This design comes from an exercise in tuning for small area, a short achievable clock period and few clock cycles on the open sky130 flow, not from production work.
The RTL was checked by simulation tests, not by an equivalence proof against the original design.
No activity file was given, so power comes from the tool's default toggle rates.

## lane 1
## chipmunk
module chipmunk
	#(parameter addrSize = 12)
	(input clk,
	 input reset,
	 input [addrSize-1:0] startPC,
	 input [7:0] dataBus,
	 output [7:0] dataBusWrite,
	 output [addrSize-1:0] addrBus,
	 output weMem,
	 output done);
For scale: about 1,200 cells after synthesis, roughly 44 I/O pins, ~8700 um2 of cells after synthesis.
make LEC_CHECK=0 ABC_AREA=1 CAP_MARGIN=20 CORE_MARGIN=2 CORE_UTILIZATION=55 SETUP_SLACK_MARGIN=2.5 SLEW_MARGIN=20 TNS_END_PERCENT=5 finish   # period 5.0 ns
run.sh (not shown) runs the stock make flow with config.mk's settings and CLKGATE_MAP_FILE= SYNTH_SCRIPT=/design/flow/synth_recipe.tcl, a recipe that flattens the netlist after the stock synthesis.
Lane 1 did not stop at any stage, and its layout met the timing, DRC and antenna checks.
Testbench counts of lane 1, summed over its fixed seeds: cycles 328,514.
Here is what was changed in the inputs of lane 2 compared with lane 1.
--- a/flow/design.v
+++ b/flow/design.v
@@ -69,19 +69,18 @@
 	reg irValid;
 	reg [7:0] dr;                 
 	reg [3:0] hr;                 
 	reg rc;                       
 	reg wr;                       
 	reg finished;
 	reg xAluA, xAluX, xAluY, xSub, xUseC;    
 	reg wsA, wsX, wsY, wsD;
 	reg pX, pY;
-	reg eA, eX, eY, eNZ, eC;      
 	reg pR;                       
 	reg rs;                       
 	reg cx;                       
 	assign addrBus = ar;
 	assign weMem = !wr;
 	assign done = finished;
 	wire [5:0] f = ir[7:2];
 	wire [1:0] ss = ir[1:0];
 	wire iBr    = f[5:3] == 3'b111;
@@ -271,60 +270,62 @@
 		         (cf[5:3] == 3'b101 && cf[0]);
 		xUseC <= cf[5:2] == 4'b0011;
 		wsA   <= cf == 6'h21 || cf == 6'h29 || cf == 6'h32;
 		wsX   <= cf == 6'h23 || cf == 6'h34;
 		wsY   <= cf == 6'h25 || cf == 6'h36;
 		wsD   <= cf[5:3] == 3'b011 && cf[0] || cf == 6'h30;
 		pX    <= cs == 2'b11 && (cMem || cSt || cBr);
 		pY    <= (cf == 6'h28 || cf == 6'h29) && cs != 2'b11;
 		pR    <= cBr && cs == 2'b01;
-		eA    <= cf[5:1] == 5'b00000 || cf[5:3] == 3'b001 || cf[5:2] == 4'b0100 ||
-		         cf == 6'h18 || cf == 6'h1A || cf == 6'h24 || cf == 6'h26 ||
-		         cf == 6'h28 || cf[5:1] == 5'b10101 || cf == 6'h33;
-		eX    <= cf[5:1] == 5'b00001 || cf[5:1] == 5'b10110 || cf == 6'h35 || cf == 6'h22 || cf == 6'h26;
-		eY    <= cf[5:1] == 5'b00010 || cf[5:1] == 5'b10111 || cf == 6'h37;
-		eNZ   <= cf[5:3] == 3'b000 && cf[2:1] != 2'b11 ||
-		         cf[5:3] == 3'b001 || cf[5:2] == 4'b0100 || cf[5:2] == 4'b0101 ||
-		         cf[5:2] == 4'b0110 || cf == 6'h1C || cf == 6'h1D || cf == 6'h1F ||
-		         (cf[5:3] == 3'b101 && cf[2:1] != 2'b00) || cf == 6'h31;
-		eC    <= cf[5:2] == 4'b0110 || cf[5:1] == 5'b00011 || cf[5:3] == 3'b001 ||
-		         cf[5:2] == 4'b0101 || cf == 6'h1C || cf == 6'h31;
 	end
 	wire xSelD = f[5:1] == 5'b00000 || f[5:1] == 5'b00001 || f[5:1] == 5'b00010 ||
 	           f == 6'h19 || f == 6'h1B || f == 6'h1D || f == 6'h1F ||
 	           f == 6'h28 || f == 6'h33 || f == 6'h35 || f == 6'h37;
 	wire xSelS = f[5:3] == 3'b001 || f[5:2] == 4'b0101 || f == 6'h1C ||
 	           (f[5:3] == 3'b101 && f[2:1] != 2'b00);
 	wire xSelB = f[5:2] == 4'b0100;
 	wire xSelH = f == 6'h18 || f == 6'h1A;
 	wire xSelX = f == 6'h24 || f == 6'h26;
+	wire xWA = f[5:1] == 5'b00000 || f[5:3] == 3'b001 || f[5:2] == 4'b0100 ||
+	           f == 6'h18 || f == 6'h1A || f == 6'h24 || f == 6'h26 ||
+	           f == 6'h28 || f[5:1] == 5'b10101 || f == 6'h33;
+	wire xWX = f[5:1] == 5'b00001 || f[5:1] == 5'b10110 || f == 6'h35;
+	wire xWY = f[5:1] == 5'b00010 || f[5:1] == 5'b10111 || f == 6'h37;
 	wire xXA = f == 6'h22 || f == 6'h26;
+	wire xNZ = f[5:3] == 3'b000 && f[2:1] != 2'b11 ||
+	           f[5:3] == 3'b001 || f[5:2] == 4'b0100 || f[5:2] == 4'b0101 ||
+	           f[5:2] == 4'b0110 || f == 6'h1C || f == 6'h1D || f == 6'h1F ||
+	           (f[5:3] == 3'b101 && f[2:1] != 2'b00);
 	wire xPLP = f == 6'h31;
 	wire xCF = f[5:1] == 5'b00011;
 	wire xCS = f[5:3] == 3'b001 || f[5:2] == 4'b0101 || f == 6'h1C;
 	wire xCH = f == 6'h18 || f == 6'h1A;
 	wire xCR = f == 6'h19 || f == 6'h1B;
 	wire [7:0] aluL = ({8{xAluA}} & aReg) | ({8{xAluX}} & xReg) | ({8{xAluY}} & yReg);
 	wire [8:0] sum = add8(aluL, xSub ? ~dr : dr, xUseC ? cFlag : xSub);
 	wire [7:0] bitRes = ir[3] ? (aReg ^ dr) : ~(aReg | dr);
 	wire [7:0] shRes = ir[3] ? {1'b0, aReg[7:1]} : {aReg[6:0], 1'b0};
 	wire shC = ir[3] ? aReg[0] : aReg[7];
 	wire [7:0] res = ({8{xSelD}} & dr) | ({8{xSelS}} & sum[7:0]) | ({8{xSelB}} & bitRes) |
 	                 ({8{xSelH}} & shRes) | ({8{xSelX}} & xReg);
 	wire ex = sF && irValid;
 	always @(posedge clk) begin
-		if (ex && eA)
+		if (ex && xWA)
 			aReg <= res;
-		if (ex && eX)
+		if (ex && (xWX || xXA))
 			xReg <= ({8{xXA}} & aReg) | ({8{xSelD}} & dr) | ({8{xSelS}} & sum[7:0]);
-		if (ex && eY)
+		if (ex && xWY)
 			yReg <= ({8{xSelD}} & dr) | ({8{xSelS}} & sum[7:0]);
-		if (ex && eNZ) begin
-			nFlag <= xPLP ? dr[2] : res[7];
-			zVal <= xPLP ? {7'b0, !dr[1]} : res;
+		if (ex && xNZ) begin
+			nFlag <= res[7];
+			zVal <= res;
+		end
+		if (ex && xPLP) begin
+			nFlag <= dr[2];
+			zVal <= {7'b0, !dr[1]};
 		end
-		if (ex && eC)
+		if (ex && (xCF || xCS || xCH || xCR || xPLP))
 			cFlag <= (xCF & ir[2]) | (xCS & sum[8]) | (xCH & shC) | (xCR & rc) | (xPLP & dr[0]);
 	end
 	assign dataBusWrite = ({8{wsA}} & aReg) | ({8{wsX}} & xReg) | ({8{wsY}} & yReg) |
 	                      ({8{wsD}} & dr) | ({8{sC1}} & pc[7:0]) | ({8{sC2}} & {4'b0, pc[11:8]});
 endmodule
--- outcome ---
End of the critical path: dataBusWrite[1] -> lane 1, dataBusWrite[2] -> lane 2
Data arrival time at the worst-slack endpoint, lane 2 and lane 1: higher on lane 1
Lane 2: flow completed, timing, DRC and antenna clean
Summary: with lane 1 as the reference, maximum clock rate in lane 2 moved up by a few percent.
Diff lane 1 -> lane 2 | number of flops mapped to enable cells by yosys | down by more than 10%
Looking only at utilization, and setting everything else aside, the lower value of lane 2 and lane 1 goes to lane 1.
Summary of lane 2 over lane 1: combinational fraction of design power now smaller; first-iteration DRC count now smaller; met3 usage now smaller.
Wire length on met3 delta for lane 2 relative to lane 1: 4.2% lower
For the routability congestion estimate from global placement, lane 2 came in 5.6% higher than lane 1 did.
NOTE: share of cell area taken by flip-flops and latches in lane 2 falls short of that of lane 1
The final non-filler cell area was comparable across lane 2 and lane 1.
Testbench counts of lane 2, summed over its fixed seeds: cycles 328,514.

trial 68:
Another version of the RTL of chipmunk (not shown whole).
Size: about 1200 cells after synthesis, ~44 I/O pins.
Settings: LEC_CHECK=0, ABC_AREA=1, CAP_MARGIN=20, CORE_MARGIN=2, CORE_UTILIZATION=55, SETUP_SLACK_MARGIN=2.4, SLEW_MARGIN=20, TNS_END_PERCENT=5; clock period 5.0 ns.
Testbench counts of trial 68, summed over its fixed seeds: cycles 328,514.
Input changes introduced in trial 32 (baseline for comparison: trial 68):
--- a/flow/design.v
+++ b/flow/design.v
@@ -62,31 +62,32 @@
 	reg nFlag, cFlag;
 	reg [7:0] zVal;               
 	wire zFlag = (zVal == 8'd0);
 	reg sF, sO1, sO2, sP1, sP2, sM, sW, sR1, sR2, sBD, sC1, sC2, sPW;
 	reg [11:0] ar;                
 	reg [11:0] pc;                
 	reg [7:0] ir;                 
 	reg irValid;
 	reg [7:0] dr;                 
 	reg [3:0] hr;                 
 	reg rc;                       
+	reg wr;                       
 	reg finished;
 	reg xAluA, xAluX, xAluY, xSub, xUseC;    
 	reg wsA, wsX, wsY, wsD;
 	reg pX, pY;
 	reg pR;                       
 	reg rs;                       
 	reg cx;                       
 	assign addrBus = ar;
-	assign weMem = !(sW || sC1 || sC2);
+	assign weMem = !wr;
 	assign done = finished;
 	wire [5:0] f = ir[7:2];
 	wire [1:0] ss = ir[1:0];
 	wire iBr    = f[5:3] == 3'b111;
 	wire iBsr   = f == 6'h39;
 	wire iRmw   = f[5:3] == 3'b011 && f[0];
 	wire iMem   = !f[5] && f[0] && f != 6'h07;       
 	wire iSt    = f == 6'h21 || f == 6'h23 || f == 6'h25;
 	wire iLdy   = f == 6'h28;
 	wire iSty   = f == 6'h29;
 	wire taken = !f[2] ? (!f[1] || (f[0] == nFlag)) :
@@ -181,27 +182,29 @@
 	wire [11:0] arN = ({12{aInc}} & arInc) |
 	                  ({12{aPC}}  & pc) |
 	                  ({12{aSP}}  & {6'b000111, spN}) |
 	                  ({12{aHB}}  & {hr, dataBus}) |
 	                  ({12{aIdx}} & idxA) |
 	                  ({12{aPtr}} & {4'b0, inc8(dr)}) |
 	                  ({12{aHD}}  & {tgtHi, dr});
 	always @(posedge clk) begin
 		if (!reset) begin
 			{sF, sO1, sO2, sP1, sP2, sM, sW, sR1, sR2, sBD, sC1, sC2, sPW} <= 13'h1000;
 			ar <= startPC;
+			wr <= 1'b0;
 		end else begin
 			{sF, sO1, sO2, sP1, sP2, sM, sW, sR1, sR2, sBD, sC1, sC2, sPW} <=
 				{nF, nO1, nO2, nP1, nP2, nM, nW, nR1, nR2, nBD, nC1, nC2, nPW};
 			if (!aHold)
 				ar <= arN;
+			wr <= nW || nC1 || nC2;
 		end
 	end
 	always @(posedge clk) begin
 		if (!reset)
 			finished <= 1'b0;
 		else if (sF && dataBus == 8'h83)
 			finished <= 1'b1;
 	end
 	always @(posedge clk) begin
 		if (!reset)
 			irValid <= 1'b0;
### Flow results
For trial 68, the timing endpoint of the critical path was dataBusWrite[0], unlike trial 32, where it was dataBusWrite[6].
Post-synth net total ended up 13 higher on trial 32 than on trial 68.
Against trial 68, power density over cell area in trial 32 rose by a few percent.
On clock skew, trial 32 and trial 68 are neck and neck.
Compared to trial 68, the router laid down less metal wire for trial 32.
~same die outline height in trial 32 and trial 68
Of trial 32 and trial 68, the run reporting the higher cell area after synthesis was trial 32.
Length in cells of the worst reg-to-reg path on trial 32 is up relative to trial 68.
The part of the total power dissipated in combinational logic number comes out lower for trial 68 vs trial 32.
Of the two candidates, trial 68 has the worse total via count after detailed routing and trial 32 the better one.
Summary — wire length on met1, trial 32 relative to trial 68: lower, by 810 um.
Testbench counts of trial 32, summed over its fixed seeds: cycles 328,514.

-- port drivers added, routing unchanged --
No port has a modelled driver above. Below, the same layouts with a new extraction and two added sets of constraints.
Step 1 sets driving cells, clkbuf_16 on the clock port and buf_2 on the other inputs (assumed; they add their load-dependent delay and slew).
Step 2 also shifts input and output timing later by t, the mid clock arrival at the registers, as if the neighbouring blocks saw the same clock.
a / b / c = ideal ports / drivers / drivers and shift; a / b = the first two.
| run | shift t [ns] | setup slack, ns | hold WS [ns] | worst register clock-pin slew, ns | cell pins on the clock port's net |
|---|---|---|---|---|---|
| lane 1 | 0.468 | 2.361 / 2.315 / 2.006 | 0.466 / 0.466 / 0.466 | 0.06 / 0.06 | 1 |
| lane 2 | 0.469 | 2.427 / 2.381 / 2.051 | 0.450 / 0.450 / 0.450 | 0.06 / 0.06 | 1 |
| trial 68 | 0.467 | 2.273 / 2.230 / 2.075 | 0.452 / 0.452 / 0.452 | 0.06 / 0.06 | 1 |
| trial 32 | 0.473 | 2.198 / 2.153 / 1.848 | 0.449 / 0.449 / 0.449 | 0.06 / 0.06 | 1 |
After both steps setup and hold are still met in every run listed. The setup slack of lane 2, which loses most, moves by -0.046 ns with the drivers and by -0.376 ns with both steps.
